Context: an optimization exercise on an open-source flow, tuned for small area and a short achievable clock period. The choices shown serve that exercise and are no tape-out recipe. Only simulation tests tie the RTL to the original design; equivalence was not proved. Power figures rest on the tool's default switching activity, not on a simulated workload.

==> flow/config.mk <==
export PLATFORM = sky130hd
export DESIGN_NAME = sqrt_16s
export DESIGN_NICKNAME = sqrt_16s
export VERILOG_FILES = /design/flow/design.v
export SDC_FILE = /design/flow/constraint.sdc
export NUM_CORES = 4
export LEC_CHECK = 0
export ABC_AREA = 1
export CAP_MARGIN = 20
export CORE_MARGIN = 2
export CORE_UTILIZATION = 40
export SETUP_SLACK_MARGIN = 1.1
export SLEW_MARGIN = 20
==> flow/constraint.sdc <==
create_clock -name core_clock -period 3.0 [get_ports {clk}]
set_input_delay 0.6000 -clock core_clock [delete_from_list [all_inputs] [get_ports {clk}]]
set_output_delay 0.6000 -clock core_clock [all_outputs]
set_load 0.01 [all_outputs]
==> flow/design.v <==
module sqrt_16s (
    input         clk,
    input  [15:0] data_i,
    input         vld_i,
    output [15:0] data_o,
    output        vld_o
);
    function [6:0] tbl3;
        input [5:0] v;
        case (v)
            6'd0: tbl3 = {3'd0, 4'd0};
            6'd1: tbl3 = {3'd1, 4'd0};
            6'd2: tbl3 = {3'd1, 4'd1};
            6'd3: tbl3 = {3'd1, 4'd2};
            6'd4: tbl3 = {3'd2, 4'd0};
            6'd5: tbl3 = {3'd2, 4'd1};
            6'd6: tbl3 = {3'd2, 4'd2};
            6'd7: tbl3 = {3'd2, 4'd3};
            6'd8: tbl3 = {3'd2, 4'd4};
            6'd9: tbl3 = {3'd3, 4'd0};
            6'd10: tbl3 = {3'd3, 4'd1};
            6'd11: tbl3 = {3'd3, 4'd2};
            6'd12: tbl3 = {3'd3, 4'd3};
            6'd13: tbl3 = {3'd3, 4'd4};
            6'd14: tbl3 = {3'd3, 4'd5};
            6'd15: tbl3 = {3'd3, 4'd6};
            6'd16: tbl3 = {3'd4, 4'd0};
            6'd17: tbl3 = {3'd4, 4'd1};
            6'd18: tbl3 = {3'd4, 4'd2};
            6'd19: tbl3 = {3'd4, 4'd3};
            6'd20: tbl3 = {3'd4, 4'd4};
            6'd21: tbl3 = {3'd4, 4'd5};
            6'd22: tbl3 = {3'd4, 4'd6};
            6'd23: tbl3 = {3'd4, 4'd7};
            6'd24: tbl3 = {3'd4, 4'd8};
            6'd25: tbl3 = {3'd5, 4'd0};
            6'd26: tbl3 = {3'd5, 4'd1};
            6'd27: tbl3 = {3'd5, 4'd2};
            6'd28: tbl3 = {3'd5, 4'd3};
            6'd29: tbl3 = {3'd5, 4'd4};
            6'd30: tbl3 = {3'd5, 4'd5};
            6'd31: tbl3 = {3'd5, 4'd6};
            6'd32: tbl3 = {3'd5, 4'd7};
            6'd33: tbl3 = {3'd5, 4'd8};
            6'd34: tbl3 = {3'd5, 4'd9};
            6'd35: tbl3 = {3'd5, 4'd10};
            6'd36: tbl3 = {3'd6, 4'd0};
            6'd37: tbl3 = {3'd6, 4'd1};
            6'd38: tbl3 = {3'd6, 4'd2};
            6'd39: tbl3 = {3'd6, 4'd3};
            6'd40: tbl3 = {3'd6, 4'd4};
            6'd41: tbl3 = {3'd6, 4'd5};
            6'd42: tbl3 = {3'd6, 4'd6};
            6'd43: tbl3 = {3'd6, 4'd7};
            6'd44: tbl3 = {3'd6, 4'd8};
            6'd45: tbl3 = {3'd6, 4'd9};
            6'd46: tbl3 = {3'd6, 4'd10};
            6'd47: tbl3 = {3'd6, 4'd11};
            6'd48: tbl3 = {3'd6, 4'd12};
            6'd49: tbl3 = {3'd7, 4'd0};
            6'd50: tbl3 = {3'd7, 4'd1};
            6'd51: tbl3 = {3'd7, 4'd2};
            6'd52: tbl3 = {3'd7, 4'd3};
            6'd53: tbl3 = {3'd7, 4'd4};
            6'd54: tbl3 = {3'd7, 4'd5};
            6'd55: tbl3 = {3'd7, 4'd6};
            6'd56: tbl3 = {3'd7, 4'd7};
            6'd57: tbl3 = {3'd7, 4'd8};
            6'd58: tbl3 = {3'd7, 4'd9};
            6'd59: tbl3 = {3'd7, 4'd10};
            6'd60: tbl3 = {3'd7, 4'd11};
            6'd61: tbl3 = {3'd7, 4'd12};
            6'd62: tbl3 = {3'd7, 4'd13};
            6'd63: tbl3 = {3'd7, 4'd14};
            default: tbl3 = 7'bx;
        endcase
    endfunction
    wire [6:0] t3 = tbl3(data_i[15:10]);
    wire [2:0] q3 = t3[6:4];
    wire [3:0] r3 = t3[3:0];
    wire [9:0] x3 = data_i[9:0];
    reg  [2:0] q_r3;
    always @(posedge clk) q_r3 <= q3;
    reg  [3:0] r_r3;
    always @(posedge clk) r_r3 <= r3;
    reg  [9:0] x_r3;
    always @(posedge clk) x_r3 <= x3;
    reg  [0:0] v_r3;
    always @(posedge clk) v_r3 <= vld_i;
    wire [5:0] a4 = {r_r3, x_r3[9:8]};
    wire [5:0] b4 = {1'b0, q_r3, 2'b01};
    wire [5:0] g4_0 = ~a4 & b4;
    wire [5:0] p4_0 = ~a4 | b4;
    wire g4_1_1 = g4_0[1] | (p4_0[1] & g4_0[0]);
    wire p4_1_1 = p4_0[1] & p4_0[0];
    wire g4_1_3 = g4_0[3] | (p4_0[3] & g4_0[2]);
    wire p4_1_3 = p4_0[3] & p4_0[2];
    wire g4_1_5 = g4_0[5] | (p4_0[5] & g4_0[4]);
    wire p4_1_5 = p4_0[5] & p4_0[4];
    wire g4_2_3 = g4_1_3 | (p4_1_3 & g4_1_1);
    wire p4_2_3 = p4_1_3 & p4_1_1;
    wire g4_5_5 = g4_1_5 | (p4_1_5 & g4_2_3);
    wire p4_5_5 = p4_1_5 & p4_2_3;
    wire g4_6_2 = g4_0[2] | (p4_0[2] & g4_1_1);
    wire p4_6_2 = p4_0[2] & p4_1_1;
    wire g4_6_4 = g4_0[4] | (p4_0[4] & g4_2_3);
    wire p4_6_4 = p4_0[4] & p4_2_3;
    wire s4 = g4_5_5;
    wire [4:0] c4 = {g4_2_3, g4_6_2, g4_1_1, g4_0[0], 1'b0};
    wire [4:0] r4 = a4[4:0] ^ ({5{~s4}} & (b4[4:0] ^ c4));
    wire [3:0] q4 = {q_r3, ~s4};
    wire [7:0] x4 = x_r3[7:0];
    reg  [3:0] q_r4;
    always @(posedge clk) q_r4 <= q4;
    reg  [4:0] r_r4;
    always @(posedge clk) r_r4 <= r4;
    reg  [7:0] x_r4;
    always @(posedge clk) x_r4 <= x4;
    reg  [0:0] v_r4;
    always @(posedge clk) v_r4 <= v_r3;
    wire [6:0] a5 = {r_r4, x_r4[7:6]};
    wire [6:0] b5 = {1'b0, q_r4, 2'b01};
    wire [6:0] g5_0 = ~a5 & b5;
    wire [6:0] p5_0 = ~a5 | b5;
    wire g5_1_1 = g5_0[1] | (p5_0[1] & g5_0[0]);
    wire p5_1_1 = p5_0[1] & p5_0[0];
    wire g5_1_3 = g5_0[3] | (p5_0[3] & g5_0[2]);
    wire p5_1_3 = p5_0[3] & p5_0[2];
    wire g5_1_5 = g5_0[5] | (p5_0[5] & g5_0[4]);
    wire p5_1_5 = p5_0[5] & p5_0[4];
    wire g5_2_3 = g5_1_3 | (p5_1_3 & g5_1_1);
    wire p5_2_3 = p5_1_3 & p5_1_1;
    wire g5_5_5 = g5_1_5 | (p5_1_5 & g5_2_3);
    wire p5_5_5 = p5_1_5 & p5_2_3;
    wire g5_6_2 = g5_0[2] | (p5_0[2] & g5_1_1);
    wire p5_6_2 = p5_0[2] & p5_1_1;
    wire g5_6_4 = g5_0[4] | (p5_0[4] & g5_2_3);
    wire p5_6_4 = p5_0[4] & p5_2_3;
    wire g5_6_6 = g5_0[6] | (p5_0[6] & g5_5_5);
    wire p5_6_6 = p5_0[6] & p5_5_5;
    wire s5 = g5_6_6;
    wire [5:0] c5 = {g5_6_4, g5_2_3, g5_6_2, g5_1_1, g5_0[0], 1'b0};
    wire [5:0] r5 = a5[5:0] ^ ({6{~s5}} & (b5[5:0] ^ c5));
    wire [4:0] q5 = {q_r4, ~s5};
    wire [5:0] x5 = x_r4[5:0];
    reg  [4:0] q_r5;
    always @(posedge clk) q_r5 <= q5;
    reg  [5:0] r_r5;
    always @(posedge clk) r_r5 <= r5;
    reg  [5:0] x_r5;
    always @(posedge clk) x_r5 <= x5;
    reg  [0:0] v_r5;
    always @(posedge clk) v_r5 <= v_r4;
    wire [7:0] a6 = {r_r5, x_r5[5:4]};
    wire [7:0] b6 = {1'b0, q_r5, 2'b01};
    wire [7:0] g6_0 = ~a6 & b6;
    wire [7:0] p6_0 = ~a6 | b6;
    wire g6_1_1 = g6_0[1] | (p6_0[1] & g6_0[0]);
    wire p6_1_1 = p6_0[1] & p6_0[0];
    wire g6_1_3 = g6_0[3] | (p6_0[3] & g6_0[2]);
    wire p6_1_3 = p6_0[3] & p6_0[2];
    wire g6_1_5 = g6_0[5] | (p6_0[5] & g6_0[4]);
    wire p6_1_5 = p6_0[5] & p6_0[4];
    wire g6_1_7 = g6_0[7] | (p6_0[7] & g6_0[6]);
    wire p6_1_7 = p6_0[7] & p6_0[6];
    wire g6_2_3 = g6_1_3 | (p6_1_3 & g6_1_1);
    wire p6_2_3 = p6_1_3 & p6_1_1;
    wire g6_2_7 = g6_1_7 | (p6_1_7 & g6_1_5);
    wire p6_2_7 = p6_1_7 & p6_1_5;
    wire g6_3_7 = g6_2_7 | (p6_2_7 & g6_2_3);
    wire p6_3_7 = p6_2_7 & p6_2_3;
    wire g6_5_5 = g6_1_5 | (p6_1_5 & g6_2_3);
    wire p6_5_5 = p6_1_5 & p6_2_3;
    wire g6_6_2 = g6_0[2] | (p6_0[2] & g6_1_1);
    wire p6_6_2 = p6_0[2] & p6_1_1;
    wire g6_6_4 = g6_0[4] | (p6_0[4] & g6_2_3);
    wire p6_6_4 = p6_0[4] & p6_2_3;
    wire g6_6_6 = g6_0[6] | (p6_0[6] & g6_5_5);
    wire p6_6_6 = p6_0[6] & p6_5_5;
    wire s6 = g6_3_7;
    wire [6:0] c6 = {g6_5_5, g6_6_4, g6_2_3, g6_6_2, g6_1_1, g6_0[0], 1'b0};
    wire [6:0] r6 = a6[6:0] ^ ({7{~s6}} & (b6[6:0] ^ c6));
    wire [5:0] q6 = {q_r5, ~s6};
    wire [3:0] x6 = x_r5[3:0];
    reg  [5:0] q_r6;
    always @(posedge clk) q_r6 <= q6;
    reg  [6:0] r_r6;
    always @(posedge clk) r_r6 <= r6;
    reg  [3:0] x_r6;
    always @(posedge clk) x_r6 <= x6;
    reg  [0:0] v_r6;
    always @(posedge clk) v_r6 <= v_r5;
    wire [8:0] a7 = {r_r6, x_r6[3:2]};
    wire [8:0] b7 = {1'b0, q_r6, 2'b01};
    wire [8:0] g7_0 = ~a7 & b7;
    wire [8:0] p7_0 = ~a7 | b7;
    wire g7_1_1 = g7_0[1] | (p7_0[1] & g7_0[0]);
    wire p7_1_1 = p7_0[1] & p7_0[0];
    wire g7_1_3 = g7_0[3] | (p7_0[3] & g7_0[2]);
    wire p7_1_3 = p7_0[3] & p7_0[2];
    wire g7_1_5 = g7_0[5] | (p7_0[5] & g7_0[4]);
    wire p7_1_5 = p7_0[5] & p7_0[4];
    wire g7_1_7 = g7_0[7] | (p7_0[7] & g7_0[6]);
    wire p7_1_7 = p7_0[7] & p7_0[6];
    wire g7_2_3 = g7_1_3 | (p7_1_3 & g7_1_1);
    wire p7_2_3 = p7_1_3 & p7_1_1;
    wire g7_2_7 = g7_1_7 | (p7_1_7 & g7_1_5);
    wire p7_2_7 = p7_1_7 & p7_1_5;
    wire g7_3_7 = g7_2_7 | (p7_2_7 & g7_2_3);
    wire p7_3_7 = p7_2_7 & p7_2_3;
    wire g7_7_5 = g7_1_5 | (p7_1_5 & g7_2_3);
    wire p7_7_5 = p7_1_5 & p7_2_3;
    wire g7_8_2 = g7_0[2] | (p7_0[2] & g7_1_1);
    wire p7_8_2 = p7_0[2] & p7_1_1;
    wire g7_8_4 = g7_0[4] | (p7_0[4] & g7_2_3);
    wire p7_8_4 = p7_0[4] & p7_2_3;
    wire g7_8_6 = g7_0[6] | (p7_0[6] & g7_7_5);
    wire p7_8_6 = p7_0[6] & p7_7_5;
    wire g7_8_8 = g7_0[8] | (p7_0[8] & g7_3_7);
    wire p7_8_8 = p7_0[8] & p7_3_7;
    wire s7 = g7_8_8;
    wire [7:0] c7 = {g7_8_6, g7_7_5, g7_8_4, g7_2_3, g7_8_2, g7_1_1, g7_0[0], 1'b0};
    wire [7:0] r7 = a7[7:0] ^ ({8{~s7}} & (b7[7:0] ^ c7));
    wire [6:0] q7 = {q_r6, ~s7};
    wire [1:0] x7 = x_r6[1:0];
    reg  [6:0] q_r7;
    always @(posedge clk) q_r7 <= q7;
    reg  [7:0] r_r7;
    always @(posedge clk) r_r7 <= r7;
    reg  [1:0] x_r7;
    always @(posedge clk) x_r7 <= x7;
    reg  [0:0] v_r7;
    always @(posedge clk) v_r7 <= v_r6;
    wire [9:0] a8 = {r_r7, x_r7[1:0]};
    wire [9:0] b8 = {1'b0, q_r7, 2'b01};
    wire [9:0] g8_0 = ~a8 & b8;
    wire [9:0] p8_0 = ~a8 | b8;
    wire g8_1_1 = g8_0[1] | (p8_0[1] & g8_0[0]);
    wire p8_1_1 = p8_0[1] & p8_0[0];
    wire g8_1_3 = g8_0[3] | (p8_0[3] & g8_0[2]);
    wire p8_1_3 = p8_0[3] & p8_0[2];
    wire g8_1_5 = g8_0[5] | (p8_0[5] & g8_0[4]);
    wire p8_1_5 = p8_0[5] & p8_0[4];
    wire g8_1_7 = g8_0[7] | (p8_0[7] & g8_0[6]);
    wire p8_1_7 = p8_0[7] & p8_0[6];
    wire g8_1_9 = g8_0[9] | (p8_0[9] & g8_0[8]);
    wire p8_1_9 = p8_0[9] & p8_0[8];
    wire g8_2_3 = g8_1_3 | (p8_1_3 & g8_1_1);
    wire p8_2_3 = p8_1_3 & p8_1_1;
    wire g8_2_7 = g8_1_7 | (p8_1_7 & g8_1_5);
    wire p8_2_7 = p8_1_7 & p8_1_5;
    wire g8_3_7 = g8_2_7 | (p8_2_7 & g8_2_3);
    wire p8_3_7 = p8_2_7 & p8_2_3;
    wire g8_7_5 = g8_1_5 | (p8_1_5 & g8_2_3);
    wire p8_7_5 = p8_1_5 & p8_2_3;
    wire g8_7_9 = g8_1_9 | (p8_1_9 & g8_3_7);
    wire p8_7_9 = p8_1_9 & p8_3_7;
    wire g8_8_2 = g8_0[2] | (p8_0[2] & g8_1_1);
    wire p8_8_2 = p8_0[2] & p8_1_1;
    wire g8_8_4 = g8_0[4] | (p8_0[4] & g8_2_3);
    wire p8_8_4 = p8_0[4] & p8_2_3;
    wire g8_8_6 = g8_0[6] | (p8_0[6] & g8_7_5);
    wire p8_8_6 = p8_0[6] & p8_7_5;
    wire g8_8_8 = g8_0[8] | (p8_0[8] & g8_3_7);
    wire p8_8_8 = p8_0[8] & p8_3_7;
    wire s8 = g8_7_9;
    wire [8:0] c8 = {g8_3_7, g8_8_6, g8_7_5, g8_8_4, g8_2_3, g8_8_2, g8_1_1, g8_0[0], 1'b0};
    wire [8:0] r8 = a8[8:0] ^ ({9{~s8}} & (b8[8:0] ^ c8));
    wire [7:0] q8 = {q_r7, ~s8};
    reg  [7:0] q_r8;
    always @(posedge clk) q_r8 <= q8;
    reg  [8:0] r_r8;
    always @(posedge clk) r_r8 <= r8;
    reg  [0:0] v_r8;
    always @(posedge clk) v_r8 <= v_r7;
    wire [10:0] a9 = {r_r8, 2'b00};
    wire [10:0] b9 = {1'b0, q_r8, 2'b01};
    wire [10:0] g9_0 = ~a9 & b9;
    wire [10:0] p9_0 = ~a9 | b9;
    wire g9_1_1 = g9_0[1] | (p9_0[1] & g9_0[0]);
    wire p9_1_1 = p9_0[1] & p9_0[0];
    wire g9_1_3 = g9_0[3] | (p9_0[3] & g9_0[2]);
    wire p9_1_3 = p9_0[3] & p9_0[2];
    wire g9_1_5 = g9_0[5] | (p9_0[5] & g9_0[4]);
    wire p9_1_5 = p9_0[5] & p9_0[4];
    wire g9_1_7 = g9_0[7] | (p9_0[7] & g9_0[6]);
    wire p9_1_7 = p9_0[7] & p9_0[6];
    wire g9_1_9 = g9_0[9] | (p9_0[9] & g9_0[8]);
    wire p9_1_9 = p9_0[9] & p9_0[8];
    wire g9_2_3 = g9_1_3 | (p9_1_3 & g9_1_1);
    wire p9_2_3 = p9_1_3 & p9_1_1;
    wire g9_2_7 = g9_1_7 | (p9_1_7 & g9_1_5);
    wire p9_2_7 = p9_1_7 & p9_1_5;
    wire g9_3_7 = g9_2_7 | (p9_2_7 & g9_2_3);
    wire p9_3_7 = p9_2_7 & p9_2_3;
    wire g9_7_5 = g9_1_5 | (p9_1_5 & g9_2_3);
    wire p9_7_5 = p9_1_5 & p9_2_3;
    wire g9_7_9 = g9_1_9 | (p9_1_9 & g9_3_7);
    wire p9_7_9 = p9_1_9 & p9_3_7;
    wire g9_8_2 = g9_0[2] | (p9_0[2] & g9_1_1);
    wire p9_8_2 = p9_0[2] & p9_1_1;
    wire g9_8_4 = g9_0[4] | (p9_0[4] & g9_2_3);
    wire p9_8_4 = p9_0[4] & p9_2_3;
    wire g9_8_6 = g9_0[6] | (p9_0[6] & g9_7_5);
    wire p9_8_6 = p9_0[6] & p9_7_5;
    wire g9_8_8 = g9_0[8] | (p9_0[8] & g9_3_7);
    wire p9_8_8 = p9_0[8] & p9_3_7;
    wire g9_8_10 = g9_0[10] | (p9_0[10] & g9_7_9);
    wire p9_8_10 = p9_0[10] & p9_7_9;
    wire s9 = g9_8_10;
    wire [9:0] c9 = {g9_8_8, g9_3_7, g9_8_6, g9_7_5, g9_8_4, g9_2_3, g9_8_2, g9_1_1, g9_0[0], 1'b0};
    wire [9:0] r9 = a9[9:0] ^ ({10{~s9}} & (b9[9:0] ^ c9));
    wire [8:0] q9 = {q_r8, ~s9};
    reg  [8:0] q_r9;
    always @(posedge clk) q_r9 <= q9;
    reg  [9:0] r_r9;
    always @(posedge clk) r_r9 <= r9;
    reg  [0:0] v_r9;
    always @(posedge clk) v_r9 <= v_r8;
    wire [11:0] a10 = {r_r9, 2'b00};
    wire [11:0] b10 = {1'b0, q_r9, 2'b01};
    wire [11:0] g10_0 = ~a10 & b10;
    wire [11:0] p10_0 = ~a10 | b10;
    wire g10_1_1 = g10_0[1] | (p10_0[1] & g10_0[0]);
    wire p10_1_1 = p10_0[1] & p10_0[0];
    wire g10_1_3 = g10_0[3] | (p10_0[3] & g10_0[2]);
    wire p10_1_3 = p10_0[3] & p10_0[2];
    wire g10_1_5 = g10_0[5] | (p10_0[5] & g10_0[4]);
    wire p10_1_5 = p10_0[5] & p10_0[4];
    wire g10_1_7 = g10_0[7] | (p10_0[7] & g10_0[6]);
    wire p10_1_7 = p10_0[7] & p10_0[6];
    wire g10_1_9 = g10_0[9] | (p10_0[9] & g10_0[8]);
    wire p10_1_9 = p10_0[9] & p10_0[8];
    wire g10_1_11 = g10_0[11] | (p10_0[11] & g10_0[10]);
    wire p10_1_11 = p10_0[11] & p10_0[10];
    wire g10_2_3 = g10_1_3 | (p10_1_3 & g10_1_1);
    wire p10_2_3 = p10_1_3 & p10_1_1;
    wire g10_2_7 = g10_1_7 | (p10_1_7 & g10_1_5);
    wire p10_2_7 = p10_1_7 & p10_1_5;
    wire g10_2_11 = g10_1_11 | (p10_1_11 & g10_1_9);
    wire p10_2_11 = p10_1_11 & p10_1_9;
    wire g10_3_7 = g10_2_7 | (p10_2_7 & g10_2_3);
    wire p10_3_7 = p10_2_7 & p10_2_3;
    wire g10_6_11 = g10_2_11 | (p10_2_11 & g10_3_7);
    wire p10_6_11 = p10_2_11 & p10_3_7;
    wire g10_7_5 = g10_1_5 | (p10_1_5 & g10_2_3);
    wire p10_7_5 = p10_1_5 & p10_2_3;
    wire g10_7_9 = g10_1_9 | (p10_1_9 & g10_3_7);
    wire p10_7_9 = p10_1_9 & p10_3_7;
    wire g10_8_2 = g10_0[2] | (p10_0[2] & g10_1_1);
    wire p10_8_2 = p10_0[2] & p10_1_1;
    wire g10_8_4 = g10_0[4] | (p10_0[4] & g10_2_3);
    wire p10_8_4 = p10_0[4] & p10_2_3;
    wire g10_8_6 = g10_0[6] | (p10_0[6] & g10_7_5);
    wire p10_8_6 = p10_0[6] & p10_7_5;
    wire g10_8_8 = g10_0[8] | (p10_0[8] & g10_3_7);
    wire p10_8_8 = p10_0[8] & p10_3_7;
    wire g10_8_10 = g10_0[10] | (p10_0[10] & g10_7_9);
    wire p10_8_10 = p10_0[10] & p10_7_9;
    wire s10 = g10_6_11;
    wire [10:0] c10 = {g10_7_9, g10_8_8, g10_3_7, g10_8_6, g10_7_5, g10_8_4, g10_2_3, g10_8_2, g10_1_1, g10_0[0], 1'b0};
    wire [10:0] r10 = a10[10:0] ^ ({11{~s10}} & (b10[10:0] ^ c10));
    wire [9:0] q10 = {q_r9, ~s10};
    reg  [9:0] q_r10;
    always @(posedge clk) q_r10 <= q10;
    reg  [10:0] r_r10;
    always @(posedge clk) r_r10 <= r10;
    reg  [0:0] v_r10;
    always @(posedge clk) v_r10 <= v_r9;
    wire [12:0] a11 = {r_r10, 2'b00};
    wire [12:0] b11 = {1'b0, q_r10, 2'b01};
    wire [12:0] g11_0 = ~a11 & b11;
    wire [12:0] p11_0 = ~a11 | b11;
    wire g11_1_1 = g11_0[1] | (p11_0[1] & g11_0[0]);
    wire p11_1_1 = p11_0[1] & p11_0[0];
    wire g11_1_3 = g11_0[3] | (p11_0[3] & g11_0[2]);
    wire p11_1_3 = p11_0[3] & p11_0[2];
    wire g11_1_5 = g11_0[5] | (p11_0[5] & g11_0[4]);
    wire p11_1_5 = p11_0[5] & p11_0[4];
    wire g11_1_7 = g11_0[7] | (p11_0[7] & g11_0[6]);
    wire p11_1_7 = p11_0[7] & p11_0[6];
    wire g11_1_9 = g11_0[9] | (p11_0[9] & g11_0[8]);
    wire p11_1_9 = p11_0[9] & p11_0[8];
    wire g11_1_11 = g11_0[11] | (p11_0[11] & g11_0[10]);
    wire p11_1_11 = p11_0[11] & p11_0[10];
    wire g11_2_3 = g11_1_3 | (p11_1_3 & g11_1_1);
    wire p11_2_3 = p11_1_3 & p11_1_1;
    wire g11_2_7 = g11_1_7 | (p11_1_7 & g11_1_5);
    wire p11_2_7 = p11_1_7 & p11_1_5;
    wire g11_2_11 = g11_1_11 | (p11_1_11 & g11_1_9);
    wire p11_2_11 = p11_1_11 & p11_1_9;
    wire g11_3_7 = g11_2_7 | (p11_2_7 & g11_2_3);
    wire p11_3_7 = p11_2_7 & p11_2_3;
    wire g11_6_11 = g11_2_11 | (p11_2_11 & g11_3_7);
    wire p11_6_11 = p11_2_11 & p11_3_7;
    wire g11_7_5 = g11_1_5 | (p11_1_5 & g11_2_3);
    wire p11_7_5 = p11_1_5 & p11_2_3;
    wire g11_7_9 = g11_1_9 | (p11_1_9 & g11_3_7);
    wire p11_7_9 = p11_1_9 & p11_3_7;
    wire g11_8_2 = g11_0[2] | (p11_0[2] & g11_1_1);
    wire p11_8_2 = p11_0[2] & p11_1_1;
    wire g11_8_4 = g11_0[4] | (p11_0[4] & g11_2_3);
    wire p11_8_4 = p11_0[4] & p11_2_3;
    wire g11_8_6 = g11_0[6] | (p11_0[6] & g11_7_5);
    wire p11_8_6 = p11_0[6] & p11_7_5;
    wire g11_8_8 = g11_0[8] | (p11_0[8] & g11_3_7);
    wire p11_8_8 = p11_0[8] & p11_3_7;
    wire g11_8_10 = g11_0[10] | (p11_0[10] & g11_7_9);
    wire p11_8_10 = p11_0[10] & p11_7_9;
    wire g11_8_12 = g11_0[12] | (p11_0[12] & g11_6_11);
    wire p11_8_12 = p11_0[12] & p11_6_11;
    wire s11 = g11_8_12;
    wire [11:0] c11 = {g11_8_10, g11_7_9, g11_8_8, g11_3_7, g11_8_6, g11_7_5, g11_8_4, g11_2_3, g11_8_2, g11_1_1, g11_0[0], 1'b0};
    wire [11:0] r11 = a11[11:0] ^ ({12{~s11}} & (b11[11:0] ^ c11));
    wire [10:0] q11 = {q_r10, ~s11};
    reg  [10:0] q_r11;
    always @(posedge clk) q_r11 <= q11;
    reg  [11:0] r_r11;
    always @(posedge clk) r_r11 <= r11;
    reg  [0:0] v_r11;
    always @(posedge clk) v_r11 <= v_r10;
    wire [13:0] a12 = {r_r11, 2'b00};
    wire [13:0] b12 = {1'b0, q_r11, 2'b01};
    wire [13:0] g12_0 = ~a12 & b12;
    wire [13:0] p12_0 = ~a12 | b12;
    wire g12_1_1 = g12_0[1] | (p12_0[1] & g12_0[0]);
    wire p12_1_1 = p12_0[1] & p12_0[0];
    wire g12_1_3 = g12_0[3] | (p12_0[3] & g12_0[2]);
    wire p12_1_3 = p12_0[3] & p12_0[2];
    wire g12_1_5 = g12_0[5] | (p12_0[5] & g12_0[4]);
    wire p12_1_5 = p12_0[5] & p12_0[4];
    wire g12_1_7 = g12_0[7] | (p12_0[7] & g12_0[6]);
    wire p12_1_7 = p12_0[7] & p12_0[6];
    wire g12_1_9 = g12_0[9] | (p12_0[9] & g12_0[8]);
    wire p12_1_9 = p12_0[9] & p12_0[8];
    wire g12_1_11 = g12_0[11] | (p12_0[11] & g12_0[10]);
    wire p12_1_11 = p12_0[11] & p12_0[10];
    wire g12_1_13 = g12_0[13] | (p12_0[13] & g12_0[12]);
    wire p12_1_13 = p12_0[13] & p12_0[12];
    wire g12_2_3 = g12_1_3 | (p12_1_3 & g12_1_1);
    wire p12_2_3 = p12_1_3 & p12_1_1;
    wire g12_2_7 = g12_1_7 | (p12_1_7 & g12_1_5);
    wire p12_2_7 = p12_1_7 & p12_1_5;
    wire g12_2_11 = g12_1_11 | (p12_1_11 & g12_1_9);
    wire p12_2_11 = p12_1_11 & p12_1_9;
    wire g12_3_7 = g12_2_7 | (p12_2_7 & g12_2_3);
    wire p12_3_7 = p12_2_7 & p12_2_3;
    wire g12_6_11 = g12_2_11 | (p12_2_11 & g12_3_7);
    wire p12_6_11 = p12_2_11 & p12_3_7;
    wire g12_7_5 = g12_1_5 | (p12_1_5 & g12_2_3);
    wire p12_7_5 = p12_1_5 & p12_2_3;
    wire g12_7_9 = g12_1_9 | (p12_1_9 & g12_3_7);
    wire p12_7_9 = p12_1_9 & p12_3_7;
    wire g12_7_13 = g12_1_13 | (p12_1_13 & g12_6_11);
    wire p12_7_13 = p12_1_13 & p12_6_11;
    wire g12_8_2 = g12_0[2] | (p12_0[2] & g12_1_1);
    wire p12_8_2 = p12_0[2] & p12_1_1;
    wire g12_8_4 = g12_0[4] | (p12_0[4] & g12_2_3);
    wire p12_8_4 = p12_0[4] & p12_2_3;
    wire g12_8_6 = g12_0[6] | (p12_0[6] & g12_7_5);
    wire p12_8_6 = p12_0[6] & p12_7_5;
    wire g12_8_8 = g12_0[8] | (p12_0[8] & g12_3_7);
    wire p12_8_8 = p12_0[8] & p12_3_7;
    wire g12_8_10 = g12_0[10] | (p12_0[10] & g12_7_9);
    wire p12_8_10 = p12_0[10] & p12_7_9;
    wire g12_8_12 = g12_0[12] | (p12_0[12] & g12_6_11);
    wire p12_8_12 = p12_0[12] & p12_6_11;
    wire s12 = g12_7_13;
    wire [12:0] c12 = {g12_6_11, g12_8_10, g12_7_9, g12_8_8, g12_3_7, g12_8_6, g12_7_5, g12_8_4, g12_2_3, g12_8_2, g12_1_1, g12_0[0], 1'b0};
    wire [12:0] r12 = a12[12:0] ^ ({13{~s12}} & (b12[12:0] ^ c12));
    wire [11:0] q12 = {q_r11, ~s12};
    reg  [11:0] q_r12;
    always @(posedge clk) q_r12 <= q12;
    reg  [12:0] r_r12;
    always @(posedge clk) r_r12 <= r12;
    reg  [0:0] v_r12;
    always @(posedge clk) v_r12 <= v_r11;
    wire [14:0] a13 = {r_r12, 2'b00};
    wire [14:0] b13 = {1'b0, q_r12, 2'b01};
    wire [14:0] g13_0 = ~a13 & b13;
    wire [14:0] p13_0 = ~a13 | b13;
    wire g13_1_1 = g13_0[1] | (p13_0[1] & g13_0[0]);
    wire p13_1_1 = p13_0[1] & p13_0[0];
    wire g13_1_3 = g13_0[3] | (p13_0[3] & g13_0[2]);
    wire p13_1_3 = p13_0[3] & p13_0[2];
    wire g13_1_5 = g13_0[5] | (p13_0[5] & g13_0[4]);
    wire p13_1_5 = p13_0[5] & p13_0[4];
    wire g13_1_7 = g13_0[7] | (p13_0[7] & g13_0[6]);
    wire p13_1_7 = p13_0[7] & p13_0[6];
    wire g13_1_9 = g13_0[9] | (p13_0[9] & g13_0[8]);
    wire p13_1_9 = p13_0[9] & p13_0[8];
    wire g13_1_11 = g13_0[11] | (p13_0[11] & g13_0[10]);
    wire p13_1_11 = p13_0[11] & p13_0[10];
    wire g13_1_13 = g13_0[13] | (p13_0[13] & g13_0[12]);
    wire p13_1_13 = p13_0[13] & p13_0[12];
    wire g13_2_3 = g13_1_3 | (p13_1_3 & g13_1_1);
    wire p13_2_3 = p13_1_3 & p13_1_1;
    wire g13_2_7 = g13_1_7 | (p13_1_7 & g13_1_5);
    wire p13_2_7 = p13_1_7 & p13_1_5;
    wire g13_2_11 = g13_1_11 | (p13_1_11 & g13_1_9);
    wire p13_2_11 = p13_1_11 & p13_1_9;
    wire g13_3_7 = g13_2_7 | (p13_2_7 & g13_2_3);
    wire p13_3_7 = p13_2_7 & p13_2_3;
    wire g13_6_11 = g13_2_11 | (p13_2_11 & g13_3_7);
    wire p13_6_11 = p13_2_11 & p13_3_7;
    wire g13_7_5 = g13_1_5 | (p13_1_5 & g13_2_3);
    wire p13_7_5 = p13_1_5 & p13_2_3;
    wire g13_7_9 = g13_1_9 | (p13_1_9 & g13_3_7);
    wire p13_7_9 = p13_1_9 & p13_3_7;
    wire g13_7_13 = g13_1_13 | (p13_1_13 & g13_6_11);
    wire p13_7_13 = p13_1_13 & p13_6_11;
    wire g13_8_2 = g13_0[2] | (p13_0[2] & g13_1_1);
    wire p13_8_2 = p13_0[2] & p13_1_1;
    wire g13_8_4 = g13_0[4] | (p13_0[4] & g13_2_3);
    wire p13_8_4 = p13_0[4] & p13_2_3;
    wire g13_8_6 = g13_0[6] | (p13_0[6] & g13_7_5);
    wire p13_8_6 = p13_0[6] & p13_7_5;
    wire g13_8_8 = g13_0[8] | (p13_0[8] & g13_3_7);
    wire p13_8_8 = p13_0[8] & p13_3_7;
    wire g13_8_10 = g13_0[10] | (p13_0[10] & g13_7_9);
    wire p13_8_10 = p13_0[10] & p13_7_9;
    wire g13_8_12 = g13_0[12] | (p13_0[12] & g13_6_11);
    wire p13_8_12 = p13_0[12] & p13_6_11;
    wire g13_8_14 = g13_0[14] | (p13_0[14] & g13_7_13);
    wire p13_8_14 = p13_0[14] & p13_7_13;
    wire s13 = g13_8_14;
    wire [13:0] c13 = {g13_8_12, g13_6_11, g13_8_10, g13_7_9, g13_8_8, g13_3_7, g13_8_6, g13_7_5, g13_8_4, g13_2_3, g13_8_2, g13_1_1, g13_0[0], 1'b0};
    wire [13:0] r13 = a13[13:0] ^ ({14{~s13}} & (b13[13:0] ^ c13));
    wire [12:0] q13 = {q_r12, ~s13};
    reg  [12:0] q_r13;
    always @(posedge clk) q_r13 <= q13;
    reg  [13:0] r_r13;
    always @(posedge clk) r_r13 <= r13;
    reg  [0:0] v_r13;
    always @(posedge clk) v_r13 <= v_r12;
    wire [15:0] a14 = {r_r13, 2'b00};
    wire [15:0] b14 = {1'b0, q_r13, 2'b01};
    wire [15:0] g14_0 = ~a14 & b14;
    wire [15:0] p14_0 = ~a14 | b14;
    wire g14_1_1 = g14_0[1] | (p14_0[1] & g14_0[0]);
    wire p14_1_1 = p14_0[1] & p14_0[0];
    wire g14_1_3 = g14_0[3] | (p14_0[3] & g14_0[2]);
    wire p14_1_3 = p14_0[3] & p14_0[2];
    wire g14_1_5 = g14_0[5] | (p14_0[5] & g14_0[4]);
    wire p14_1_5 = p14_0[5] & p14_0[4];
    wire g14_1_7 = g14_0[7] | (p14_0[7] & g14_0[6]);
    wire p14_1_7 = p14_0[7] & p14_0[6];
    wire g14_1_9 = g14_0[9] | (p14_0[9] & g14_0[8]);
    wire p14_1_9 = p14_0[9] & p14_0[8];
    wire g14_1_11 = g14_0[11] | (p14_0[11] & g14_0[10]);
    wire p14_1_11 = p14_0[11] & p14_0[10];
    wire g14_1_13 = g14_0[13] | (p14_0[13] & g14_0[12]);
    wire p14_1_13 = p14_0[13] & p14_0[12];
    wire g14_1_15 = g14_0[15] | (p14_0[15] & g14_0[14]);
    wire p14_1_15 = p14_0[15] & p14_0[14];
    wire g14_2_3 = g14_1_3 | (p14_1_3 & g14_1_1);
    wire p14_2_3 = p14_1_3 & p14_1_1;
    wire g14_2_7 = g14_1_7 | (p14_1_7 & g14_1_5);
    wire p14_2_7 = p14_1_7 & p14_1_5;
    wire g14_2_11 = g14_1_11 | (p14_1_11 & g14_1_9);
    wire p14_2_11 = p14_1_11 & p14_1_9;
    wire g14_2_15 = g14_1_15 | (p14_1_15 & g14_1_13);
    wire p14_2_15 = p14_1_15 & p14_1_13;
    wire g14_3_7 = g14_2_7 | (p14_2_7 & g14_2_3);
    wire p14_3_7 = p14_2_7 & p14_2_3;
    wire g14_3_15 = g14_2_15 | (p14_2_15 & g14_2_11);
    wire p14_3_15 = p14_2_15 & p14_2_11;
    wire g14_4_15 = g14_3_15 | (p14_3_15 & g14_3_7);
    wire p14_4_15 = p14_3_15 & p14_3_7;
    wire g14_6_11 = g14_2_11 | (p14_2_11 & g14_3_7);
    wire p14_6_11 = p14_2_11 & p14_3_7;
    wire g14_7_5 = g14_1_5 | (p14_1_5 & g14_2_3);
    wire p14_7_5 = p14_1_5 & p14_2_3;
    wire g14_7_9 = g14_1_9 | (p14_1_9 & g14_3_7);
    wire p14_7_9 = p14_1_9 & p14_3_7;
    wire g14_7_13 = g14_1_13 | (p14_1_13 & g14_6_11);
    wire p14_7_13 = p14_1_13 & p14_6_11;
    wire g14_8_2 = g14_0[2] | (p14_0[2] & g14_1_1);
    wire p14_8_2 = p14_0[2] & p14_1_1;
    wire g14_8_4 = g14_0[4] | (p14_0[4] & g14_2_3);
    wire p14_8_4 = p14_0[4] & p14_2_3;
    wire g14_8_6 = g14_0[6] | (p14_0[6] & g14_7_5);
    wire p14_8_6 = p14_0[6] & p14_7_5;
    wire g14_8_8 = g14_0[8] | (p14_0[8] & g14_3_7);
    wire p14_8_8 = p14_0[8] & p14_3_7;
    wire g14_8_10 = g14_0[10] | (p14_0[10] & g14_7_9);
    wire p14_8_10 = p14_0[10] & p14_7_9;
    wire g14_8_12 = g14_0[12] | (p14_0[12] & g14_6_11);
    wire p14_8_12 = p14_0[12] & p14_6_11;
    wire g14_8_14 = g14_0[14] | (p14_0[14] & g14_7_13);
    wire p14_8_14 = p14_0[14] & p14_7_13;
    wire s14 = g14_4_15;
    wire [14:0] c14 = {g14_7_13, g14_8_12, g14_6_11, g14_8_10, g14_7_9, g14_8_8, g14_3_7, g14_8_6, g14_7_5, g14_8_4, g14_2_3, g14_8_2, g14_1_1, g14_0[0], 1'b0};
    wire [14:0] r14 = a14[14:0] ^ ({15{~s14}} & (b14[14:0] ^ c14));
    wire [13:0] q14 = {q_r13, ~s14};
    reg  [13:0] q_r14;
    always @(posedge clk) q_r14 <= q14;
    reg  [14:0] r_r14;
    always @(posedge clk) r_r14 <= r14;
    reg  [0:0] v_r14;
    always @(posedge clk) v_r14 <= v_r13;
    wire [16:0] a15 = {r_r14, 2'b00};
    wire [16:0] b15 = {1'b0, q_r14, 2'b01};
    wire [16:0] g15_0 = ~a15 & b15;
    wire [16:0] p15_0 = ~a15 | b15;
    wire g15_1_1 = g15_0[1] | (p15_0[1] & g15_0[0]);
    wire p15_1_1 = p15_0[1] & p15_0[0];
    wire g15_1_3 = g15_0[3] | (p15_0[3] & g15_0[2]);
    wire p15_1_3 = p15_0[3] & p15_0[2];
    wire g15_1_5 = g15_0[5] | (p15_0[5] & g15_0[4]);
    wire p15_1_5 = p15_0[5] & p15_0[4];
    wire g15_1_7 = g15_0[7] | (p15_0[7] & g15_0[6]);
    wire p15_1_7 = p15_0[7] & p15_0[6];
    wire g15_1_9 = g15_0[9] | (p15_0[9] & g15_0[8]);
    wire p15_1_9 = p15_0[9] & p15_0[8];
    wire g15_1_11 = g15_0[11] | (p15_0[11] & g15_0[10]);
    wire p15_1_11 = p15_0[11] & p15_0[10];
    wire g15_1_13 = g15_0[13] | (p15_0[13] & g15_0[12]);
    wire p15_1_13 = p15_0[13] & p15_0[12];
    wire g15_1_15 = g15_0[15] | (p15_0[15] & g15_0[14]);
    wire p15_1_15 = p15_0[15] & p15_0[14];
    wire g15_2_3 = g15_1_3 | (p15_1_3 & g15_1_1);
    wire p15_2_3 = p15_1_3 & p15_1_1;
    wire g15_2_7 = g15_1_7 | (p15_1_7 & g15_1_5);
    wire p15_2_7 = p15_1_7 & p15_1_5;
    wire g15_2_11 = g15_1_11 | (p15_1_11 & g15_1_9);
    wire p15_2_11 = p15_1_11 & p15_1_9;
    wire g15_2_15 = g15_1_15 | (p15_1_15 & g15_1_13);
    wire p15_2_15 = p15_1_15 & p15_1_13;
    wire g15_3_7 = g15_2_7 | (p15_2_7 & g15_2_3);
    wire p15_3_7 = p15_2_7 & p15_2_3;
    wire g15_3_15 = g15_2_15 | (p15_2_15 & g15_2_11);
    wire p15_3_15 = p15_2_15 & p15_2_11;
    wire g15_4_15 = g15_3_15 | (p15_3_15 & g15_3_7);
    wire p15_4_15 = p15_3_15 & p15_3_7;
    wire g15_8_11 = g15_2_11 | (p15_2_11 & g15_3_7);
    wire p15_8_11 = p15_2_11 & p15_3_7;
    wire g15_9_5 = g15_1_5 | (p15_1_5 & g15_2_3);
    wire p15_9_5 = p15_1_5 & p15_2_3;
    wire g15_9_9 = g15_1_9 | (p15_1_9 & g15_3_7);
    wire p15_9_9 = p15_1_9 & p15_3_7;
    wire g15_9_13 = g15_1_13 | (p15_1_13 & g15_8_11);
    wire p15_9_13 = p15_1_13 & p15_8_11;
    wire g15_10_2 = g15_0[2] | (p15_0[2] & g15_1_1);
    wire p15_10_2 = p15_0[2] & p15_1_1;
    wire g15_10_4 = g15_0[4] | (p15_0[4] & g15_2_3);
    wire p15_10_4 = p15_0[4] & p15_2_3;
    wire g15_10_6 = g15_0[6] | (p15_0[6] & g15_9_5);
    wire p15_10_6 = p15_0[6] & p15_9_5;
    wire g15_10_8 = g15_0[8] | (p15_0[8] & g15_3_7);
    wire p15_10_8 = p15_0[8] & p15_3_7;
    wire g15_10_10 = g15_0[10] | (p15_0[10] & g15_9_9);
    wire p15_10_10 = p15_0[10] & p15_9_9;
    wire g15_10_12 = g15_0[12] | (p15_0[12] & g15_8_11);
    wire p15_10_12 = p15_0[12] & p15_8_11;
    wire g15_10_14 = g15_0[14] | (p15_0[14] & g15_9_13);
    wire p15_10_14 = p15_0[14] & p15_9_13;
    wire g15_10_16 = g15_0[16] | (p15_0[16] & g15_4_15);
    wire p15_10_16 = p15_0[16] & p15_4_15;
    wire s15 = g15_10_16;
    wire [15:0] c15 = {g15_10_14, g15_9_13, g15_10_12, g15_8_11, g15_10_10, g15_9_9, g15_10_8, g15_3_7, g15_10_6, g15_9_5, g15_10_4, g15_2_3, g15_10_2, g15_1_1, g15_0[0], 1'b0};
    wire [15:0] r15 = a15[15:0] ^ ({16{~s15}} & (b15[15:0] ^ c15));
    wire [14:0] q15 = {q_r14, ~s15};
    reg  [14:0] q_r15;
    always @(posedge clk) q_r15 <= q15;
    reg  [15:0] r_r15;
    always @(posedge clk) r_r15 <= r15;
    reg  [0:0] v_r15;
    always @(posedge clk) v_r15 <= v_r14;
    wire [17:0] a16 = {r_r15, 2'b00};
    wire [17:0] b16 = {1'b0, q_r15, 2'b01};
    wire [17:0] g16_0 = ~a16 & b16;
    wire [17:0] p16_0 = ~a16 | b16;
    wire g16_1_1 = g16_0[1] | (p16_0[1] & g16_0[0]);
    wire p16_1_1 = p16_0[1] & p16_0[0];
    wire g16_1_3 = g16_0[3] | (p16_0[3] & g16_0[2]);
    wire p16_1_3 = p16_0[3] & p16_0[2];
    wire g16_1_5 = g16_0[5] | (p16_0[5] & g16_0[4]);
    wire p16_1_5 = p16_0[5] & p16_0[4];
    wire g16_1_7 = g16_0[7] | (p16_0[7] & g16_0[6]);
    wire p16_1_7 = p16_0[7] & p16_0[6];
    wire g16_1_9 = g16_0[9] | (p16_0[9] & g16_0[8]);
    wire p16_1_9 = p16_0[9] & p16_0[8];
    wire g16_1_11 = g16_0[11] | (p16_0[11] & g16_0[10]);
    wire p16_1_11 = p16_0[11] & p16_0[10];
    wire g16_1_13 = g16_0[13] | (p16_0[13] & g16_0[12]);
    wire p16_1_13 = p16_0[13] & p16_0[12];
    wire g16_1_15 = g16_0[15] | (p16_0[15] & g16_0[14]);
    wire p16_1_15 = p16_0[15] & p16_0[14];
    wire g16_1_17 = g16_0[17] | (p16_0[17] & g16_0[16]);
    wire p16_1_17 = p16_0[17] & p16_0[16];
    wire g16_2_3 = g16_1_3 | (p16_1_3 & g16_1_1);
    wire p16_2_3 = p16_1_3 & p16_1_1;
    wire g16_2_7 = g16_1_7 | (p16_1_7 & g16_1_5);
    wire p16_2_7 = p16_1_7 & p16_1_5;
    wire g16_2_11 = g16_1_11 | (p16_1_11 & g16_1_9);
    wire p16_2_11 = p16_1_11 & p16_1_9;
    wire g16_2_15 = g16_1_15 | (p16_1_15 & g16_1_13);
    wire p16_2_15 = p16_1_15 & p16_1_13;
    wire g16_3_7 = g16_2_7 | (p16_2_7 & g16_2_3);
    wire p16_3_7 = p16_2_7 & p16_2_3;
    wire g16_3_15 = g16_2_15 | (p16_2_15 & g16_2_11);
    wire p16_3_15 = p16_2_15 & p16_2_11;
    wire g16_4_15 = g16_3_15 | (p16_3_15 & g16_3_7);
    wire p16_4_15 = p16_3_15 & p16_3_7;
    wire g16_8_11 = g16_2_11 | (p16_2_11 & g16_3_7);
    wire p16_8_11 = p16_2_11 & p16_3_7;
    wire g16_9_5 = g16_1_5 | (p16_1_5 & g16_2_3);
    wire p16_9_5 = p16_1_5 & p16_2_3;
    wire g16_9_9 = g16_1_9 | (p16_1_9 & g16_3_7);
    wire p16_9_9 = p16_1_9 & p16_3_7;
    wire g16_9_13 = g16_1_13 | (p16_1_13 & g16_8_11);
    wire p16_9_13 = p16_1_13 & p16_8_11;
    wire g16_9_17 = g16_1_17 | (p16_1_17 & g16_4_15);
    wire p16_9_17 = p16_1_17 & p16_4_15;
    wire g16_10_2 = g16_0[2] | (p16_0[2] & g16_1_1);
    wire p16_10_2 = p16_0[2] & p16_1_1;
    wire g16_10_4 = g16_0[4] | (p16_0[4] & g16_2_3);
    wire p16_10_4 = p16_0[4] & p16_2_3;
    wire g16_10_6 = g16_0[6] | (p16_0[6] & g16_9_5);
    wire p16_10_6 = p16_0[6] & p16_9_5;
    wire g16_10_8 = g16_0[8] | (p16_0[8] & g16_3_7);
    wire p16_10_8 = p16_0[8] & p16_3_7;
    wire g16_10_10 = g16_0[10] | (p16_0[10] & g16_9_9);
    wire p16_10_10 = p16_0[10] & p16_9_9;
    wire g16_10_12 = g16_0[12] | (p16_0[12] & g16_8_11);
    wire p16_10_12 = p16_0[12] & p16_8_11;
    wire g16_10_14 = g16_0[14] | (p16_0[14] & g16_9_13);
    wire p16_10_14 = p16_0[14] & p16_9_13;
    wire g16_10_16 = g16_0[16] | (p16_0[16] & g16_4_15);
    wire p16_10_16 = p16_0[16] & p16_4_15;
    wire s16 = g16_9_17;
    wire [15:0] q16 = {q_r15, ~s16};
    reg  [15:0] q_r16;
    always @(posedge clk) q_r16 <= q16;
    reg  [0:0] v_r16;
    always @(posedge clk) v_r16 <= v_r15;
    assign data_o = q_r16;
    assign vld_o  = v_r16;
endmodule
==> flow/flow/run.sh <==
#!/bin/bash
# The standard layout (the standard.sh: ORFS synthesis to final), with buf_2
# cells as the port buffers and a clock tree of clkbuf_8 without dummy loads.
bash standard.sh \
  "BUFFER_PORTS_ARGS=-buffer_cell sky130_fd_sc_hd__buf_2" \
  "CTS_ARGS=-sink_clustering_enable -repair_clock_nets -dont_use_dummy_load -buf_list sky130_fd_sc_hd__clkbuf_8 -sink_clustering_size 14 -sink_clustering_max_diameter 50" \
  finish > standard.log 2>&1
==> flow/standard.sh <==
#!/bin/bash
# synth_recipe.tcl (not shown) runs the flow's synth.tcl, then flattens the netlist and writes it again
# the make line also repeats each setting of config.mk as NAME=value (left out here)
make -C /OpenROAD-flow-scripts/flow DESIGN_CONFIG=/design/flow/config.mk WORK_HOME=/design/flow/orfs CLKGATE_MAP_FILE= SYNTH_SCRIPT=/design/flow/synth_recipe.tcl "${@:-finish}"
==> results.cfg, run 1 <==
[floorplan]
num_rows = 62
io_pins = 35
fp.dieW_um = 175
core_area_um2 = 28800
die_area_um2 = 30700
die_height_um = 175
initial_core_util = 0.408

[clocking]
htreeDepth = 1
cts_tree = built
cts_sinks = 293
cts_buffer_depth = 3
ctsHoldBuffers = 0
cts_root_buf = clkbuf_8
cts_inserted_buffers = 31
clk_pin_slew_ps = 80
clk_latency_ps = 570

[cells_and_area]
fillers = 2829
layout_commonest_cell = nand2_1
layout_common_cells = nand2_1 (335), dfxtp_1 (291), inv_1 (237)
final_nets = 1541
seq_area_um2 = 5870
area_growth_pct = 9.37
drive_gt1_frac = 0.111
multi_input_area_um2 = 4910
n_antenna_cell = 0

[logic_synthesis]
synth.avg_cell_area_um2 = 8.10
synth_warnings = 1
synth_compound_area_frac = 0.0803
synth_top_family_by_area = simple AND/OR/NAND/NOR gates
synth.ff_latch_count = 293
yosysUniqueCellTypes = 48
synth_edf_count = 0
synthCells = 1449
yosys.area.top_type = dfxtp_1
synthesis.area_um2 = 11700
synth_fa_ha_area_frac = 0.0121
synthSimpleGateAreaFrac = 0.235
synth_nets = 1476
synth-xor-area-share = 0.0857
synth_area_leaders = dfxtp_1 (50%), nand2_1 (11%), inv_1 (7.6%), xor2_1 (6.9%), nand3_1 (3.9%)
async_flop_share = 0
seq_area_frac_synth = 0.500
synth_mux_area_frac = 0
synth_top_area_share = 0.500
ys.flop_type = dfxtp_1

[power_and_ir_drop]
p_leak_nw = 6.50
ir_worst_vdd_mv = 0.509
cellPowerDensity_nw_per_um2 = 1240

[global_route]
antenna_found_initial = 0
grt-ovfl-total = 0
track_usage = 0.127
grt_max_degree = 17
grt_pass1_vias = 7964
grt_first_pass_wirelength_mm = 33.3

[job]
cap_violations = 0

[critical_path]
cp-end-kind = register
crit_path_start_kind = register
slowest_delay_ps = 400
rr_worst_depth = 11
path_common_cell = nand2_2
cpMaxStageDelayCell = dfxtp_1
worstPathArrival_ps = 2260
r2r_slack_ps = 1180
path_max_fanout = 7
r2r_start = q_r7[0]
required_ps = 3450
rr_endpoint = r_r8[1]
crit_chain = nand2_1 -> a21oi_4 -> nand2_2 -> a21oi_4 -> nand3_2 -> nand2_2 -> nand2_2 -> nand2_2 -> inv_4 -> ha_1 -> xor2_1
path_class = register to register

[routing]
drtAntennaViolNets = 0
routed-via-count = 8480
firstDrtPassIters = 4
drtIter0Drc = 326
drt_wl_total_mm = 19.4
vias_per_cell = 4.47
wire_per_inst_um = 10.2
drc = 0

[sta]
tightest_slew_ps = 370
max_freq_mhz = 551
finalClockSkew_ps = 32.9
setup_viol = 0
hold_viol_final = 0
min_period_ps = 1820
relSlewSlack = 0.751
slew_violations = 0
fin_crit_sh = 0.605
fin_tns_setup_ps = 0
fin_ws_ps = 1180
grt_setup_unrepaired = true

[hold_path]
holdPathStages = 1
worst_hold_path.endpoint = v_r3
hold_path_startpoint = vld_i
min_path_type = primary input to register

[status]
status = timing/DRC/antenna clean

[placement]
dpl.hpwl_mm = 14.7
post-place-ws_ps = 1160
place.gp.congestion = 0.826
portBuffers = 34
-- synthesized netlist by cell type (4+ instances only) --
cell type / count
or2_1: 7
nand3b_1: 12
o211ai_1: 4
nor2_1: 83
or2_2: 11
ha_1: 9
inv_2: 12
xnor2_1: 20
o21ai_0: 68
o21ai_1: 10
nand3_2: 15
nand2_2: 21
a221oi_1: 4
nand2_1: 339
a21oi_2: 7
nand3_1: 92
nand2_4: 4
nor2_2: 5
a21oi_1: 43
o21ai_2: 4
nand4_1: 15
xor2_1: 93
dfxtp_1: 293
inv_1: 238
-- flip-flops by register name (all words and copies together) (netlist names), 9 cells and up --
signal / flops
r_r8: 9
r_r12: 11
q_r15: 15
q_r12: 12
q_r16: 16
r_r15: 14
q_r9: 9
q_r13: 13
q_r10: 10
r_r11: 10
r_r10: 9
q_r11: 11
x_r3: 10
r_r13: 12
r_r14: 13
q_r14: 14
-- final cells by class --
class / count / area share
timing repair buffer: 39 / 0.0162
sequential: 293 / 0.457
clock buffer: 31 / 0.0332
inverter: 251 / 0.0739
multi-input combinational: 898 / 0.382
tap: 384 / 0.0374
-- how the worst max path moves through the flow --
| stage | start | to | slack (ps) | depth (start not counted) |
|---|---|---|---|---|
| 3_5_place_dp | q_r6[0] | r_r7[1] | 1160 | 9 |
| 5_1_grt | r_r6[0] | r_r7[1] | 1070 | 10 |
| 3_3_place_gp | q_r7[0] | r_r8[1] | 1220 | 11 |
| 2_1_floorplan | r_r7[0] | r_r8[1] | 1400 | 12 |
| 4_1_cts | q_r6[0] | r_r7[1] | 1160 | 9 |
| 6_report | q_r7[0] | r_r8[1] | 1180 | 11 |
-- kinds of logic (layout without fill, tap and decap cells) --
| logic type | count (synthesis) | after routing |
|---|---|---|
| compound gates | 159 | 159 |
| xor+xnor | 114 | 114 |
| flops | 293 | 293 |
| buf+inv | 258 | 321 |
| simple gates | 613 | 613 |
| fa+ha+maj | 12 | 12 |
-- repair_timing --
item / in CTS / in global routing
setup buffers: 0 / 5
setup endpoints to repair: 0 / 16
hold endpoints to repair: 0 / 0
gates resized for setup: 0 / 17
-- power by group --
part	internal, mW	switching, mW
sequential	5.44	0.947
clock	0.911	1.20
combinational	2.92	4.47
total	9.27	6.62
-- metrics by stage --
stage	utilization	instance area [um^2]	power (mW)	hold WS [ps]	std cells
final	0.446	12800	15.9	127	1896
after global routing	0.446	12800	17.6	73.9	1896
after CTS	0.443	12700	16.0	69.5	1891
after detailed placement	0.428	12300	13.8	312	1860
after global placement	0.428	12300	13.6	310	1860
after floorplan	-	11700	12.5	310	1449
-- layer usage --
| layer | vias up | GRT usage | wire [um] |
|---|---|---|---|
| li1 | 4598 | - | - |
| met3 | 40 | 0.0221 | 580 |
| met2 | 101 | 0.253 | 10200 |
| met5 | - | 0 | 0 |
| met4 | 0 | 0.0486 | 640 |
| met1 | 3741 | 0.131 | 7970 |
-- critical path, delay by kind of cell, from the launching register on --
kind	cells	cell delay, ps
flops	1	400
xor+xnor	1	140
compound gates	2	360
buf+inv	1	70
simple gates	6	560
fa+ha+maj	1	190
==> run 2: changes to the inputs <==
--- a/flow/design.v
+++ b/flow/design.v
@@ -79,16 +79,8 @@
     wire [2:0] q3 = t3[6:4];
     wire [3:0] r3 = t3[3:0];
     wire [9:0] x3 = data_i[9:0];
-    reg  [2:0] q_r3;
-    always @(posedge clk) q_r3 <= q3;
-    reg  [3:0] r_r3;
-    always @(posedge clk) r_r3 <= r3;
-    reg  [9:0] x_r3;
-    always @(posedge clk) x_r3 <= x3;
-    reg  [0:0] v_r3;
-    always @(posedge clk) v_r3 <= vld_i;
-    wire [5:0] a4 = {r_r3, x_r3[9:8]};
-    wire [5:0] b4 = {1'b0, q_r3, 2'b01};
+    wire [5:0] a4 = {r3, x3[9:8]};
+    wire [5:0] b4 = {1'b0, q3, 2'b01};
     wire [5:0] g4_0 = ~a4 & b4;
     wire [5:0] p4_0 = ~a4 | b4;
     wire g4_1_1 = g4_0[1] | (p4_0[1] & g4_0[0]);
@@ -108,8 +100,8 @@
     wire s4 = g4_5_5;
     wire [4:0] c4 = {g4_2_3, g4_6_2, g4_1_1, g4_0[0], 1'b0};
     wire [4:0] r4 = a4[4:0] ^ ({5{~s4}} & (b4[4:0] ^ c4));
-    wire [3:0] q4 = {q_r3, ~s4};
-    wire [7:0] x4 = x_r3[7:0];
+    wire [3:0] q4 = {q3, ~s4};
+    wire [7:0] x4 = x3[7:0];
     reg  [3:0] q_r4;
     always @(posedge clk) q_r4 <= q4;
     reg  [4:0] r_r4;
@@ -117,7 +109,7 @@
     reg  [7:0] x_r4;
     always @(posedge clk) x_r4 <= x4;
     reg  [0:0] v_r4;
-    always @(posedge clk) v_r4 <= v_r3;
+    always @(posedge clk) v_r4 <= vld_i;
     wire [6:0] a5 = {r_r4, x_r4[7:6]};
     wire [6:0] b5 = {1'b0, q_r4, 2'b01};
     wire [6:0] g5_0 = ~a5 & b5;
--- a/flow/config.mk
+++ b/flow/config.mk
@@ -9,5 +9,6 @@
 export CAP_MARGIN = 20
 export CORE_MARGIN = 2
 export CORE_UTILIZATION = 40
+export PLACE_DENSITY = 0.8
 export SETUP_SLACK_MARGIN = 1.1
 export SLEW_MARGIN = 20
==> results.cfg, run 2 <==
[routing]
vias_per_cell = 4.59
wire_per_inst_um = 9.92
drtAntennaViolNets = 0
drt_wl_total_mm = 18.6
firstDrtPassIters = 5
routed-via-count = 8625
drtIter0Drc = 321
drc = 0

[logic_synthesis]
ys.flop_type = dfxtp_1
async_flop_share = 0
synth_edf_count = 0
synth_nets = 1470
synth.ff_latch_count = 275
synth_common_cells = nand2_1 (361), dfxtp_1 (275), inv_1 (243)
yosysUniqueCellTypes = 41
synthCells = 1443
synth.avg_cell_area_um2 = 7.88
synthesis.area_um2 = 11400
yosys.area.top_type = dfxtp_1
yosysMostFrequentCell = nand2_1
synth_warnings = 1
seq_area_frac_synth = 0.484
synth_area_leaders = dfxtp_1 (48%), nand2_1 (12%), inv_1 (8.0%), xor2_1 (6.9%), nand3_1 (4.6%)
synth_top_area_share = 0.484

[critical_path]
path_common_cell = nand2_2
path_class = register to register
cp-end-kind = register
path_max_fanout = 7
worstPathArrival_ps = 2220
slowest_delay_ps = 320
cpMaxStageDelayCell = dfxtp_2
required_ps = 3440
crit_chain = inv_1 -> nand2_2 -> a21oi_2 -> nand2_2 -> a21oi_4 -> nand3_2 -> nand2_2 -> nand2_1 -> nand2_2 -> inv_4 -> ha_2 -> inv_1
crit_path_start_kind = register

[cells_and_area]
fillers = 2622
largest_reg_flops = 16
drive_gt1_frac = 0.129
final_nets = 1530
layout_commonest_cell = nand2_1
largest-register = q_r16
n_antenna_cell = 0
layout_common_cells = nand2_1 (347), dfxtp_1 (265), inv_1 (239)
area_growth_pct = 10.5
top_regs = q_r16: 16 flops, q_r15: 15 flops
fin_area_um2 = 12600

[sta]
fin_crit_sh = 0.595
min_period_ps = 1780
tightest_slew_ps = 679
grt_setup_unrepaired = true
slew_violations = 0
fin_tns_setup_ps = 0
hold_viol_final = 0
setup_viol = 0
max_freq_mhz = 560
finalClockSkew_ps = 51.9
relSlewSlack = 0.547
hold_ws_ps = 161

[floorplan]
fp.dieW_um = 173
die_height_um = 173
num_rows = 61
io_pins = 35
initial_core_util = 0.408
core_area_um2 = 27900
die_area_um2 = 29800

[clocking]
cts_root_buf = clkbuf_8
ctsHoldBuffers = 0
clk_pin_slew_ps = 80
clk_latency_ps = 550
htreeDepth = 1
cts_buffer_depth = 3
cts_inserted_buffers = 25
cts_sinks = 275
cts_tree = built

[power_and_ir_drop]
cellPowerDensity_nw_per_um2 = 1230
ir_worst_vdd_mv = 0.682
p_leak_nw = 6.37

[global_route]
track_usage = 0.125
grt_max_degree = 17
grt_pass1_vias = 8374
antenna_found_initial = 0
grt_first_pass_wirelength_mm = 32.9
grt-ovfl-total = 0

[job]
cap_violations = 0

[placement]
place.gp.congestion = 0.828
place_area_um2 = 12000
dpl.hpwl_mm = 14.1
portBuffers = 34

[status]
status = timing/DRC/antenna clean

[hold_path]
min_path_type = primary input to register
run 2: area by class of cell:
type	instances	area, um^2	share of cell area
Multi-Input combinational cell	908	5040	0.402
Clock buffer	25	344	0.0274
Timing Repair Buffer	40	215	0.0171
Sequential cell	275	5520	0.439
Tap cell	378	473	0.0376
Inverter	253	970	0.0772
run 2: cell families (layout without fill, tap and decap cells):
logic type                 count (synthesis)  in the layout  synth area share
and+or+nand+nor                          639            639             0.250
xor gates and xnor gates                 111            111            0.0855
AOI/OAI and AO/OA                        146            146            0.0774
adders and majority gates                 12             12            0.0125
DFF                                      275            275             0.484
buffers and inverters                    260            318            0.0899
run 2: per-stage QoR:
step,cells,power [mW],worst slack (ps),utilization
2_1_floorplan,1443,11.9,1050,-
5_1_grt,1879,17.0,1070,0.451
4_1_cts,1873,15.1,1110,0.443
6_report,1879,15.4,1220,0.451
3_3_place_gp,1848,12.8,769,0.431
3_5_place_dp,1848,13.3,671,0.431
run 2: metal layers:
| layer | GRT usage | routed length (um) | vias up |
|---|---|---|---|
| met5 | 0 | 0 | - |
| met4 | 0.0449 | 610 | 0 |
| met3 | 0.0196 | 588 | 52 |
| met2 | 0.264 | 10400 | 132 |
| met1 | 0.119 | 7090 | 3866 |
| li1 | - | - | 4575 |
run 2: what timing repair did:
item                                    in CTS  in global routing
endpoints found under the setup margin       4                 68
resized for setup                            1                 52
buffers inserted                             0                  6
gates cloned                                 0                  0
pin swaps                                    0                 16
run 2: final timing paths:
kind / start / endpoint / slack [ps] / cells after the start
worst min register to register: v_r14 / v_r15 / 270 / 0
worst max register to register: x_r7[1] / r_r8[0] / 1220 / 12
worst min-delay path: data_i[4] / x_r4[4] / 160 / 1
worst max-delay path: x_r7[1] / r_r8[0] / 1220 / 12
run 2: power by group:
group / internal (mW) / leakage, nW / switching (mW)
clock network: 0.742 / 0.180 / 1.10
registers: 5.17 / 2.32 / 0.885
logic: 2.93 / 3.87 / 4.60
total: 8.85 / 6.37 / 6.58
run 2: worst max-delay path, delay by kind of cell (launching register included):
family / cells / cell delay (ps)
AOI/OAI and AO/OA: 2 / 380
and+or+nand+nor: 6 / 530
adders and majority gates: 1 / 310
buffers and inverters: 3 / 140
DFF: 1 / 320
==> run 3: changes to the inputs <==
--- a/flow/config.mk
+++ b/flow/config.mk
@@ -9,6 +9,6 @@
 export CAP_MARGIN = 20
 export CORE_MARGIN = 2
 export CORE_UTILIZATION = 40
-export PLACE_DENSITY = 0.8
+export PLACE_DENSITY = 0.4
 export SETUP_SLACK_MARGIN = 1.1
 export SLEW_MARGIN = 20
==> results.cfg, run 3 <==
[sta]
tightest_slew_ps = 472
relSlewSlack = 0.685
finalClockSkew_ps = 59.5
fin_tns_setup_ps = 0
hold_viol_final = 0
grt_setup_unrepaired = true
fin_crit_sh = 0.592
min_period_ps = 1780
slew_violations = 0
max_freq_mhz = 563

[power_and_ir_drop]
cellPowerDensity_nw_per_um2 = 1250
p_sw_mw = 6.77
combinationalPowerShare = 0.483
p_sw_frac = 0.422
p_leak_nw = 6.47
ir_worst_vdd_mv = 0.514
power_frac_seq = 0.380

[floorplan]
num_rows = 61
die_height_um = 173
initial_core_util = 0.408
io_pins = 35
die_area_um2 = 29800

[clocking]
cts_buffer_depth = 3
cts_inserted_buffers = 34
cts_tree = built
clk_pin_slew_ps = 80
clk_latency_ps = 530
cts_root_buf = clkbuf_8

[placement]
dpl.cell_count = 1848
portBuffers = 34
dpl.hpwl_mm = 15.9
place.gp.congestion = 0.770

[logic_synthesis]
synth_nets = 1470
synth_area_leaders = dfxtp_1 (48%), nand2_1 (12%), inv_1 (8.0%), xor2_1 (6.9%), nand3_1 (4.6%)
yosysMostFrequentCell = nand2_1
yosys.area.top_type = dfxtp_1
synth_warnings = 1
seq_area_frac_synth = 0.484
synth_edf_count = 0
synthCells = 1443
ys.flop_type = dfxtp_1
yosysUniqueCellTypes = 41
synth.avg_cell_area_um2 = 7.88
async_flop_share = 0

[routing]
routed-via-count = 8370
drtAntennaViolNets = 0
drt_wl_total_mm = 20.6
wire_per_inst_um = 10.9
drtIter0Drc = 280
drc = 0

[global_route]
grt_max_degree = 17
grt-ovfl-total = 0
grt_pass1_vias = 7809
grt_first_pass_wirelength_mm = 35.5
track_usage = 0.141
antenna_found_initial = 0

[critical_path]
crit_path_start_kind = primary input
worstPathArrival_ps = 2200
critical_path.startpoint = data_i[11]
required_ps = 3420
slowest_delay_ps = 170
path_max_fanout = 6
path_common_cell = nand2_2
cp-end-kind = register
r2r_start = q_r13[0]

[hold_path]
hold_path_startpoint = data_i[1]

[cells_and_area]
largest-register = q_r16
fillers = 2814
area_growth_pct = 12.6
final_nets = 1548

[status]
status = timing/DRC/antenna clean
==> run 3: per-stage QoR <==
step	setup WS [ps]	area, um^2	util	hold slack [ps]
finish	1220	12800	0.459	177
floorplan	1050	11400	-	310
CTS	1100	12500	0.449	136
global route	1050	12800	0.459	136
detailed placement	669	12000	0.431	312
global placement	718	12000	0.431	310
==> run 3: power groups by stage <==
stage / combinational, mW / sequential, mW / clock, mW
floorplan: 5.99 / 5.95 / 0
global placement: 7.24 / 6.19 / 0
CTS: 7.40 / 6.11 / 2.34
global route: 9.04 / 6.31 / 2.48
finish: 7.75 / 6.11 / 2.20
detailed placement: 7.31 / 6.19 / 0
==> run 3: what timing repair did <==
item,CTS,global route
pin swaps,1,19
resized for setup,7,58
setup endpoints to repair,28,75
endpoints found under the hold margin,0,0
setup buffers,1,14
==> run 3: cells by family (layout without fill, tap and decap cells) <==
family,after synthesis,after routing,synth area share
adders and majority gates,12,12,0.0125
buffers and inverters,260,336,0.0899
and+or+nand+nor,639,639,0.250
xor gates and xnor gates,111,111,0.0855
DFF,275,275,0.484
AOI/OAI and AO/OA,146,146,0.0774
==> run 3: worst paths after layout <==
kind / end / slack [ps] / cells after the start
hold / removal: x_r4[1] / 180 / 1
setup / recovery: r_r4[1] / 1220 / 15
hold reg to reg: v_r11 / 290 / 0
setup reg to reg: r_r14[9] / 1230 / 10
==> run 3: cell type report <==
| type | instances | area [um^2] | share of cell area |
|---|---|---|---|
| sequential | 275 | 5520 | 0.431 |
| multi-input combinational | 908 | 5080 | 0.397 |
| inverter | 253 | 975 | 0.0762 |
| tap | 378 | 473 | 0.0370 |
| clock buffer | 34 | 468 | 0.0366 |
| timing repair buffer | 49 | 283 | 0.0221 |
==> run 3: metal layers <==
layer	up-vias	global-route usage	wire, um	share of wire
met4	0	0.0516	602	0.029
li1	4598	-	-	-
met2	87	0.252	9900	0.48
met3	43	0.0257	724	0.035
met1	3642	0.168	9420	0.46
met5	-	0	0	0
==> run 3: critical path, delay by kind of cell <==
| kind | cells | cell delay (ps) |
|---|---|---|
| adder cells (fa/ha/maj) | 2 | 290 |
| AND/OR/NAND/NOR | 9 | 760 |
| XOR/XNOR | 1 | 140 |
| buffers and inverters | 2 | 240 |
| AO/OA/AOI/OAI | 1 | 170 |

port drivers added, routing unchanged:
Ports are ideal in the flow. The routed layouts listed here were re-timed in OpenROAD.
Step 1, drivers: a clkbuf_16 drives clk and a buf_2 each remaining input, both assumed.
Step 2, shift: input delay + t, output delay - t, t = (earliest + latest rising clock arrival at the registers) / 2. This alone moves slack from input paths to output paths.
Three values: ideal, step 1, step 2; two values: the first two.
| run | shift t [ns] | slack for setup (ns) |
|---|---|---|
| run 1 | 0.593 | 1.184 / 1.184 / 1.184 |
| run 2 | 0.568 | 1.216 / 1.216 / 0.686 |
| run 3 | 0.546 | 1.224 / 1.229 / 0.703 |
After both steps every run listed still meets setup and hold.
